From an optimization exercise on the open Yosys and OpenROAD flow, aimed at small area and a short achievable clock period; shortcuts taken in it are not production practice.
Where RTL was checked, it was by simulation tests only, not by an equivalence proof against the original.
Power is estimated from default activity; no workload was simulated.

## main
// processor
module processor(
  input clk,
  input rst,
  input [31:0] instruction,
  output [31:0] instruction_addr);
Size: about 4300 cells after synthesis, about 1100 flip-flops, ~0.064 mm^2 of cells after synthesis.
==> module booth_enc, before the edit <==
module booth_enc(
  input  [31:0] a,
  output [31:0] am,
  input  [31:0] b,
  input         s_mul,
  input         s_shl,
  input         s_as,
  output [15:0] bone,
  output [15:0] btwo,
  output [15:0] bneg);
  wire [32:0] bx = {b, 1'b0};
  wire [31:0] dec = (32'd1 << b[4:0]) & {32{s_shl}};
  assign am = a & {32{~(s_shl & (|b[31:5]))}};
  genvar g;
  generate
    for (g = 0; g < 16; g = g + 1) begin : BE
      assign bone[g] = (s_mul & (bx[2*g+1] ^ bx[2*g])) | dec[2*g] | ((g == 0) & s_as);
      assign btwo[g] = (s_mul & ((bx[2*g+2] & ~bx[2*g+1] & ~bx[2*g]) | (~bx[2*g+2] & bx[2*g+1] & bx[2*g]))) | dec[2*g+1];
      assign bneg[g] = s_mul & bx[2*g+2];
    end
  endgenerate
endmodule
==> module processor, before the edit <==
module processor(
  input clk,
  input rst,
  input [31:0] instruction,
  output [31:0] instruction_addr);
  wire [4:0] op   = instruction[31:27];
  wire       br   = instruction[26];
  wire       w    = instruction[25];
  wire       i    = instruction[24];
  wire [4:0] dst  = instruction[23:19];
  wire [4:0] src1 = instruction[18:14];
  wire [4:0] src2 = instruction[13:9];
  wire [4:0] imm  = instruction[8:4];
  reg [31:0] pc;
  assign instruction_addr = pc;
  wire [31:0] t;
  reg [31:0] rf [0:31];
  always @(posedge clk)
    if (w) rf[dst] <= t;
  wire [31:0] a = rf[src1];
  wire [31:0] b = rf[src2];
  genvar g;
  wire op_add = (op == 5'd0);
  wire op_sub = (op == 5'd1);
  wire op_mul = (op == 5'd2);
  wire op_shl = (op == 5'd3);
  wire op_and = (op == 5'd4);
  wire op_or  = (op == 5'd5);
  wire s_mul = i & op_mul;
  wire s_as  = i & (op_add | op_sub);
  wire s_add = i & op_add;
  wire s_sub = i & op_sub;
  wire [31:0] X;
  xrow XR(.a(a), .b(b), .imm(imm), .s_add(s_add), .s_sub(s_sub),
          .s_and(i & op_and), .s_or(i & op_or), .s_imm(~i), .X(X));
  wire [15:0] bone, btwo, bneg;
  wire [31:0] am;
  booth_enc BE(.a(a), .am(am), .b(b), .s_mul(s_mul), .s_shl(i & op_shl), .s_as(s_as), .bone(bone), .btwo(btwo), .bneg(bneg));
  wire [31:0] ms, mc;
  csa_tree T(.a(am), .bone(bone), .btwo(btwo), .bneg(bneg), .X(X),
             .s_sub(s_sub), .ms(ms), .mc(mc));
  add32 AT(.x(ms), .y(mc), .cin(1'b0), .s(t));
  wire [31:0] pct;
  next_pc NP(.pc(pc), .ms(ms), .mc(mc), .pcn(pct));
  wire [31:0] pc1 = pc + 32'd1;
  always @(posedge clk) begin
    if (rst)
      pc <= 32'd0;
    else if (br)
      pc <= pct;
    else
      pc <= pc1;
  end
endmodule
clock: 12.5 ns
lec_check: 0
cap_margin: 20
core_margin: 2
core_utilization: 60
place_density: 0.72
setup_slack_margin: 2.5
slew_margin: 20
synth_hierarchical: 1
synth_minimum_keep_size: 0
run.sh (not shown) runs the stock make flow with config.mk's settings and CLKGATE_MAP_FILE= SYNTH_SCRIPT=/design/flow/synth_recipe.tcl, a recipe that flattens the netlist after the stock synthesis.
> inputs changed (main -> the feature branch)
diff --git a/flow/design.v b/flow/design.v
--- a/flow/design.v
+++ b/flow/design.v
@@ -1,19 +1,16 @@
 module booth_enc(
-  input  [31:0] a,
-  output [31:0] am,
   input  [31:0] b,
   input         s_mul,
   input         s_shl,
   input         s_as,
   output [15:0] bone,
   output [15:0] btwo,
   output [15:0] bneg);
   wire [32:0] bx = {b, 1'b0};
-  wire [31:0] dec = (32'd1 << b[4:0]) & {32{s_shl}};
-  assign am = a & {32{~(s_shl & (|b[31:5]))}};
+  wire [31:0] dec = (32'd1 << b[4:0]) & {32{s_shl & ~(|b[31:5])}};
   genvar g;
   generate
     for (g = 0; g < 16; g = g + 1) begin : BE
       assign bone[g] = (s_mul & (bx[2*g+1] ^ bx[2*g])) | dec[2*g] | ((g == 0) & s_as);
       assign btwo[g] = (s_mul & ((bx[2*g+2] & ~bx[2*g+1] & ~bx[2*g]) | (~bx[2*g+2] & bx[2*g+1] & bx[2*g]))) | dec[2*g+1];
       assign bneg[g] = s_mul & bx[2*g+2];
@@ -910,16 +907,15 @@
   wire s_add = i & op_add;
   wire s_sub = i & op_sub;
   wire [31:0] X;
   xrow XR(.a(a), .b(b), .imm(imm), .s_add(s_add), .s_sub(s_sub),
           .s_and(i & op_and), .s_or(i & op_or), .s_imm(~i), .X(X));
   wire [15:0] bone, btwo, bneg;
-  wire [31:0] am;
-  booth_enc BE(.a(a), .am(am), .b(b), .s_mul(s_mul), .s_shl(i & op_shl), .s_as(s_as), .bone(bone), .btwo(btwo), .bneg(bneg));
+  booth_enc BE(.b(b), .s_mul(s_mul), .s_shl(i & op_shl), .s_as(s_as), .bone(bone), .btwo(btwo), .bneg(bneg));
   wire [31:0] ms, mc;
-  csa_tree T(.a(am), .bone(bone), .btwo(btwo), .bneg(bneg), .X(X),
+  csa_tree T(.a(a), .bone(bone), .btwo(btwo), .bneg(bneg), .X(X),
              .s_sub(s_sub), .ms(ms), .mc(mc));
   add32 AT(.x(ms), .y(mc), .cin(1'b0), .s(t));
   wire [31:0] pct;
   next_pc NP(.pc(pc), .ms(ms), .mc(mc), .pcn(pct));
   wire [31:0] pc1 = pc + 32'd1;
   always @(posedge clk) begin
Notes after the runs:
- The feature branch: full flow OK, the timing, design-rule and antenna checks passed
- Changes observed in the feature branch relative to main: setup slack decreased by 310 ps relative to the old numbers; fmax -2.9%; detailed-router iteration count before antenna repair decreased by 2 relative to the old numbers; sequential group share of total power has increased.
- In the feature branch the count of nets after finishing turned out 109 lower than in main.
- Min number of multi-input combinational cells in the layout across main and the feature branch: the feature branch
- The feature branch has count of filler cells inserted in the layout above what main had.
- Compared with main, in the feature branch post-place setup slack went down, core utilization moved down, met3 layer wire length in the routed design fell 18%.
Only the layout flow was run in the feature branch; the RTL was not checked for function there.

processor again, from the RTL that the note above started with.
==> module add32, before the edit <==
module add32(
  input  [31:0] x,
  input  [31:0] y,
  input         cin,
  output [31:0] s);
  assign s = x + y + cin;
endmodule
clock: 12.5 ns
lec_check: 0
cap_margin: 20
core_margin: 2
core_utilization: 60
place_density: 0.72
setup_slack_margin: 4
slew_margin: 20
synth_hierarchical: 1
synth_minimum_keep_size: 0
tns_end_percent: 5
Change:
--- a/flow/design.v
+++ b/flow/design.v
@@ -1,16 +1,15 @@
 module booth_enc(
-  input  [31:0] a,
-  output [31:0] am,
   input  [31:0] b,
   input         s_mul,
   input         s_shl,
   input         s_as,
   output [15:0] bone,
   output [15:0] btwo,
-  output [15:0] bneg);
+  output [15:0] bneg,
+  output        kill);
   wire [32:0] bx = {b, 1'b0};
+  assign kill = s_shl & (|b[31:5]);
   wire [31:0] dec = (32'd1 << b[4:0]) & {32{s_shl}};
-  assign am = a & {32{~(s_shl & (|b[31:5]))}};
   genvar g;
   generate
     for (g = 0; g < 16; g = g + 1) begin : BE
@@ -851,9 +850,9 @@
 module add32(
   input  [31:0] x,
   input  [31:0] y,
-  input         cin,
+  input         kill,
   output [31:0] s);
-  assign s = x + y + cin;
+  assign s = (x + y) & {32{~kill}};
 endmodule
 module next_pc(
   input  [31:0] pc,
@@ -913,12 +912,12 @@
   xrow XR(.a(a), .b(b), .imm(imm), .s_add(s_add), .s_sub(s_sub),
           .s_and(i & op_and), .s_or(i & op_or), .s_imm(~i), .X(X));
   wire [15:0] bone, btwo, bneg;
-  wire [31:0] am;
-  booth_enc BE(.a(a), .am(am), .b(b), .s_mul(s_mul), .s_shl(i & op_shl), .s_as(s_as), .bone(bone), .btwo(btwo), .bneg(bneg));
+  wire kill;
+  booth_enc BE(.b(b), .s_mul(s_mul), .s_shl(i & op_shl), .s_as(s_as), .bone(bone), .btwo(btwo), .bneg(bneg), .kill(kill));
   wire [31:0] ms, mc;
-  csa_tree T(.a(am), .bone(bone), .btwo(btwo), .bneg(bneg), .X(X),
+  csa_tree T(.a(a), .bone(bone), .btwo(btwo), .bneg(bneg), .X(X),
              .s_sub(s_sub), .ms(ms), .mc(mc));
-  add32 AT(.x(ms), .y(mc), .cin(1'b0), .s(t));
+    add32 AT(.x(ms), .y(mc), .kill(kill), .s(t));
   wire [31:0] pct;
   next_pc NP(.pc(pc), .ms(ms), .mc(mc), .pcn(pct));
   wire [31:0] pc1 = pc + 32'd1;
@@ -926,7 +925,7 @@
     if (rst)
       pc <= 32'd0;
     else if (br)
-      pc <= pct;
+      pc <= kill ? pc : pct;
     else
       pc <= pc1;
   end
Result: The new run passed the timing, design-rule and antenna checks. Setup slack gains 0.71 ns. Register-to-register slack gains 0.55 ns. Non-clock buffer count is unchanged. Final cell count increases slightly. Global-route usage fell by 0.22 points. Die area stays flat. Worst hold slack is better by 0.018 ns. Core utilization rose by 0.59 points.

P:
processor with an RTL version that a note above also has.
For scale: ~4400 cells after synthesis, about 1100 flip-flops, ~66 I/O pins, roughly 65000 µm² of cells after synthesis.
==> module booth_enc, before the edit <==
module booth_enc(
  input  [31:0] b,
  input         s_mul,
  input         s_shl,
  input         s_as,
  output [15:0] bone,
  output [15:0] btwo,
  output [15:0] bneg,
  output        kill);
  wire [32:0] bx = {b, 1'b0};
  assign kill = s_shl & (|b[31:5]);
  wire [31:0] dec = (32'd1 << b[4:0]) & {32{s_shl}};
  genvar g;
  generate
    for (g = 0; g < 16; g = g + 1) begin : BE
      assign bone[g] = (s_mul & (bx[2*g+1] ^ bx[2*g])) | dec[2*g] | ((g == 0) & s_as);
      assign btwo[g] = (s_mul & ((bx[2*g+2] & ~bx[2*g+1] & ~bx[2*g]) | (~bx[2*g+2] & bx[2*g+1] & bx[2*g]))) | dec[2*g+1];
      assign bneg[g] = s_mul & bx[2*g+2];
    end
  endgenerate
endmodule
==> module add32, before the edit <==
module add32(
  input  [31:0] x,
  input  [31:0] y,
  input         kill,
  output [31:0] s);
  assign s = (x + y) & {32{~kill}};
endmodule
==> module processor, before the edit <==
module processor(
  input clk,
  input rst,
  input [31:0] instruction,
  output [31:0] instruction_addr);
  wire [4:0] op   = instruction[31:27];
  wire       br   = instruction[26];
  wire       w    = instruction[25];
  wire       i    = instruction[24];
  wire [4:0] dst  = instruction[23:19];
  wire [4:0] src1 = instruction[18:14];
  wire [4:0] src2 = instruction[13:9];
  wire [4:0] imm  = instruction[8:4];
  reg [31:0] pc;
  assign instruction_addr = pc;
  wire [31:0] t;
  reg [31:0] rf [0:31];
  always @(posedge clk)
    if (w) rf[dst] <= t;
  wire [31:0] a = rf[src1];
  wire [31:0] b = rf[src2];
  genvar g;
  wire op_add = (op == 5'd0);
  wire op_sub = (op == 5'd1);
  wire op_mul = (op == 5'd2);
  wire op_shl = (op == 5'd3);
  wire op_and = (op == 5'd4);
  wire op_or  = (op == 5'd5);
  wire s_mul = i & op_mul;
  wire s_as  = i & (op_add | op_sub);
  wire s_add = i & op_add;
  wire s_sub = i & op_sub;
  wire [31:0] X;
  xrow XR(.a(a), .b(b), .imm(imm), .s_add(s_add), .s_sub(s_sub),
          .s_and(i & op_and), .s_or(i & op_or), .s_imm(~i), .X(X));
  wire [15:0] bone, btwo, bneg;
  wire kill;
  booth_enc BE(.b(b), .s_mul(s_mul), .s_shl(i & op_shl), .s_as(s_as), .bone(bone), .btwo(btwo), .bneg(bneg), .kill(kill));
  wire [31:0] ms, mc;
  csa_tree T(.a(a), .bone(bone), .btwo(btwo), .bneg(bneg), .X(X),
             .s_sub(s_sub), .ms(ms), .mc(mc));
    add32 AT(.x(ms), .y(mc), .kill(kill), .s(t));
  wire [31:0] pct;
  next_pc NP(.pc(pc), .ms(ms), .mc(mc), .pcn(pct));
  wire [31:0] pc1 = pc + 32'd1;
  always @(posedge clk) begin
    if (rst)
      pc <= 32'd0;
    else if (br)
      pc <= kill ? pc : pct;
    else
      pc <= pc1;
  end
endmodule
clock: 12.5 ns
lec_check: 0
cap_margin: 20
core_margin: 2
core_utilization: 60
place_density: 0.72
setup_slack_margin: 1.5
slew_margin: 20
synth_hierarchical: 1
synth_minimum_keep_size: 0
tns_end_percent: 5
Inputs modified between P and Q:
diff --git a/flow/design.v b/flow/design.v
--- a/flow/design.v
+++ b/flow/design.v
@@ -1,16 +1,17 @@
 module booth_enc(
+  input  [31:0] a,
+  output [31:0] am,
   input  [31:0] b,
   input         s_mul,
   input         s_shl,
   input         s_as,
   output [15:0] bone,
   output [15:0] btwo,
-  output [15:0] bneg,
-  output        kill);
+  output [15:0] bneg);
   wire [32:0] bx = {b, 1'b0};
-  assign kill = s_shl & (|b[31:5]);
   wire [31:0] dec = (32'd1 << b[4:0]) & {32{s_shl}};
+  assign am = a & {32{~(s_shl & (|b[31:5]))}};
   genvar g;
   generate
     for (g = 0; g < 16; g = g + 1) begin : BE
       assign bone[g] = (s_mul & (bx[2*g+1] ^ bx[2*g])) | dec[2*g] | ((g == 0) & s_as);
@@ -849,11 +850,11 @@
 endmodule
 module add32(
   input  [31:0] x,
   input  [31:0] y,
-  input         kill,
+  input         cin,
   output [31:0] s);
-  assign s = (x + y) & {32{~kill}};
+  assign s = x + y + cin;
 endmodule
 module next_pc(
   input  [31:0] pc,
   input  [31:0] ms,
@@ -911,22 +912,22 @@
   wire [31:0] X;
   xrow XR(.a(a), .b(b), .imm(imm), .s_add(s_add), .s_sub(s_sub),
           .s_and(i & op_and), .s_or(i & op_or), .s_imm(~i), .X(X));
   wire [15:0] bone, btwo, bneg;
-  wire kill;
-  booth_enc BE(.b(b), .s_mul(s_mul), .s_shl(i & op_shl), .s_as(s_as), .bone(bone), .btwo(btwo), .bneg(bneg), .kill(kill));
+  wire [31:0] am;
+  booth_enc BE(.a(a), .am(am), .b(b), .s_mul(s_mul), .s_shl(i & op_shl), .s_as(s_as), .bone(bone), .btwo(btwo), .bneg(bneg));
   wire [31:0] ms, mc;
-  csa_tree T(.a(a), .bone(bone), .btwo(btwo), .bneg(bneg), .X(X),
+  csa_tree T(.a(am), .bone(bone), .btwo(btwo), .bneg(bneg), .X(X),
              .s_sub(s_sub), .ms(ms), .mc(mc));
-    add32 AT(.x(ms), .y(mc), .kill(kill), .s(t));
+  add32 AT(.x(ms), .y(mc), .cin(1'b0), .s(t));
   wire [31:0] pct;
   next_pc NP(.pc(pc), .ms(ms), .mc(mc), .pcn(pct));
   wire [31:0] pc1 = pc + 32'd1;
   always @(posedge clk) begin
     if (rst)
       pc <= 32'd0;
     else if (br)
-      pc <= kill ? pc : pct;
+      pc <= pct;
     else
       pc <= pc1;
   end
 endmodule
Notes after the runs:
Effective utilization at floorplan: Q vs P — no meaningful difference. Final core area utilization (higher): Q. From P to Q the numbers moved as follows: global-route usage went up 0.37 points, combinational share of power went up 2.0 points, count of clock-buffer cells in the layout went up about 3.2%, slew of the pin with the lowest slew margin went up 0.074 ns, maximum ir drop on the vdd rail went down 0.0086 mV. Going from P to Q, sequential share of layout area shrinks by 0.60 points. Looking at layout overhead on the synthesized area, Q sits above P. Run comparison: Q critical path startpoint instruction[11]; P critical path startpoint instruction[14]. Depth of the critical timing path with buffers and inverters included in Q is 3 higher than in P. Fmax in Q vs P: down about 2.4%.

sierra:
processor with an RTL version that a note above also has.
Size: roughly 4300 cells after synthesis, ~1100 flip-flops, ~66 I/O pins, ~64000 µm² of cells after synthesis.
Settings: LEC_CHECK=0, CAP_MARGIN=20, CORE_MARGIN=2, CORE_UTILIZATION=60, PLACE_DENSITY=0.72, SETUP_SLACK_MARGIN=2.5, SLEW_MARGIN=20, SYNTH_HIERARCHICAL=1, SYNTH_MINIMUM_KEEP_SIZE=0, TNS_END_PERCENT=5; clock period 12.5 ns.
sierra completed; timing, DRC and antenna clean
Inputs modified between sierra and yarrow:
diff --git a/flow/design.v b/flow/design.v
--- a/flow/design.v
+++ b/flow/design.v
@@ -1,17 +1,15 @@
 module booth_enc(
-  input  [31:0] a,
-  output [31:0] am,
   input  [31:0] b,
+  input         big,
   input         s_mul,
   input         s_shl,
   input         s_as,
   output [15:0] bone,
   output [15:0] btwo,
   output [15:0] bneg);
   wire [32:0] bx = {b, 1'b0};
-  wire [31:0] dec = (32'd1 << b[4:0]) & {32{s_shl}};
-  assign am = a & {32{~(s_shl & (|b[31:5]))}};
+  wire [31:0] dec = (32'd1 << b[4:0]) & {32{s_shl & ~big}};
   genvar g;
   generate
     for (g = 0; g < 16; g = g + 1) begin : BE
       assign bone[g] = (s_mul & (bx[2*g+1] ^ bx[2*g])) | dec[2*g] | ((g == 0) & s_as);
@@ -897,9 +895,16 @@
   always @(posedge clk)
     if (w) rf[dst] <= t;
   wire [31:0] a = rf[src1];
   wire [31:0] b = rf[src2];
+  wire [31:0] bigv;
   genvar g;
+  generate
+    for (g = 0; g < 32; g = g + 1) begin : BG
+      assign bigv[g] = |rf[g][31:5];
+    end
+  endgenerate
+  wire big = bigv[src2];
   wire op_add = (op == 5'd0);
   wire op_sub = (op == 5'd1);
   wire op_mul = (op == 5'd2);
   wire op_shl = (op == 5'd3);
@@ -912,12 +917,11 @@
   wire [31:0] X;
   xrow XR(.a(a), .b(b), .imm(imm), .s_add(s_add), .s_sub(s_sub),
           .s_and(i & op_and), .s_or(i & op_or), .s_imm(~i), .X(X));
   wire [15:0] bone, btwo, bneg;
-  wire [31:0] am;
-  booth_enc BE(.a(a), .am(am), .b(b), .s_mul(s_mul), .s_shl(i & op_shl), .s_as(s_as), .bone(bone), .btwo(btwo), .bneg(bneg));
+  booth_enc BE(.b(b), .big(big), .s_mul(s_mul), .s_shl(i & op_shl), .s_as(s_as), .bone(bone), .btwo(btwo), .bneg(bneg));
   wire [31:0] ms, mc;
-  csa_tree T(.a(am), .bone(bone), .btwo(btwo), .bneg(bneg), .X(X),
+  csa_tree T(.a(a), .bone(bone), .btwo(btwo), .bneg(bneg), .X(X),
              .s_sub(s_sub), .ms(ms), .mc(mc));
   add32 AT(.x(ms), .y(mc), .cin(1'b0), .s(t));
   wire [31:0] pct;
   next_pc NP(.pc(pc), .ms(ms), .mc(mc), .pcn(pct));
[summary]
Against sierra, layout multi-input combinational cell count in yarrow rose by a few percent.
In the tables for sierra and yarrow, wire length of the first global-routing pass reads lower with sierra.
From sierra to yarrow the numbers moved as follows: worst-margin pin slew increased 0.20 ns, clock group share of total power saw an increase, biggest fanout along the worst timing path shrank by 2, largest stage delay on the critical path down 0.17 ns.
No functional check of the RTL was part of yarrow.

[re-timing with driven ports]
The flow's constraints put no driver on any port. The routed layouts listed below were extracted and timed again, unchanged, in two steps.
Step 1, drivers: a clkbuf_16 drives clk and a buf_2 each remaining input, both assumed.
Step 2 moves the port delays by t, midway between the first and last clock arrival at a register: inputs arrive t later, outputs are due t later. That takes back most of the time a late clock gives input paths.
a / b / c = ideal / step 1 / step 2; a / b = the first two.
| run | t, ns | setup WS [ns] | latest minus earliest clock arrival (ns) | cell pins on the clock port's net |
|---|---|---|---|---|
| main | 0.781 | 2.184 / 1.846 / 1.065 | 0.036 / 0.036 | 1 |
| the feature branch | 0.776 | 1.875 / 1.693 / 0.917 | 0.039 / 0.039 | 1 |
| the first run of note 2 | 0.767 | 2.050 / 1.918 / 1.151 | 0.058 / 0.058 | 1 |
| the second run of note 2 | 0.778 | 2.757 / 2.306 / 1.528 | 0.052 / 0.053 | 1 |
| P | 0.779 | 1.887 / 1.933 / 1.154 | 0.044 / 0.044 | 1 |
| Q | 0.756 | 1.627 / 1.622 / 0.867 | 0.058 / 0.059 | 1 |
| sierra | 0.777 | 2.093 / 1.889 / 1.112 | 0.044 / 0.044 | 1 |
| yarrow | 0.783 | 2.216 / 2.061 / 1.277 | 0.065 / 0.065 | 1 |
After both steps every run listed still meets setup and hold. The setup slack of the second run of note 2, which loses most, moves by -0.451 ns with the drivers and by -1.229 ns with both steps.
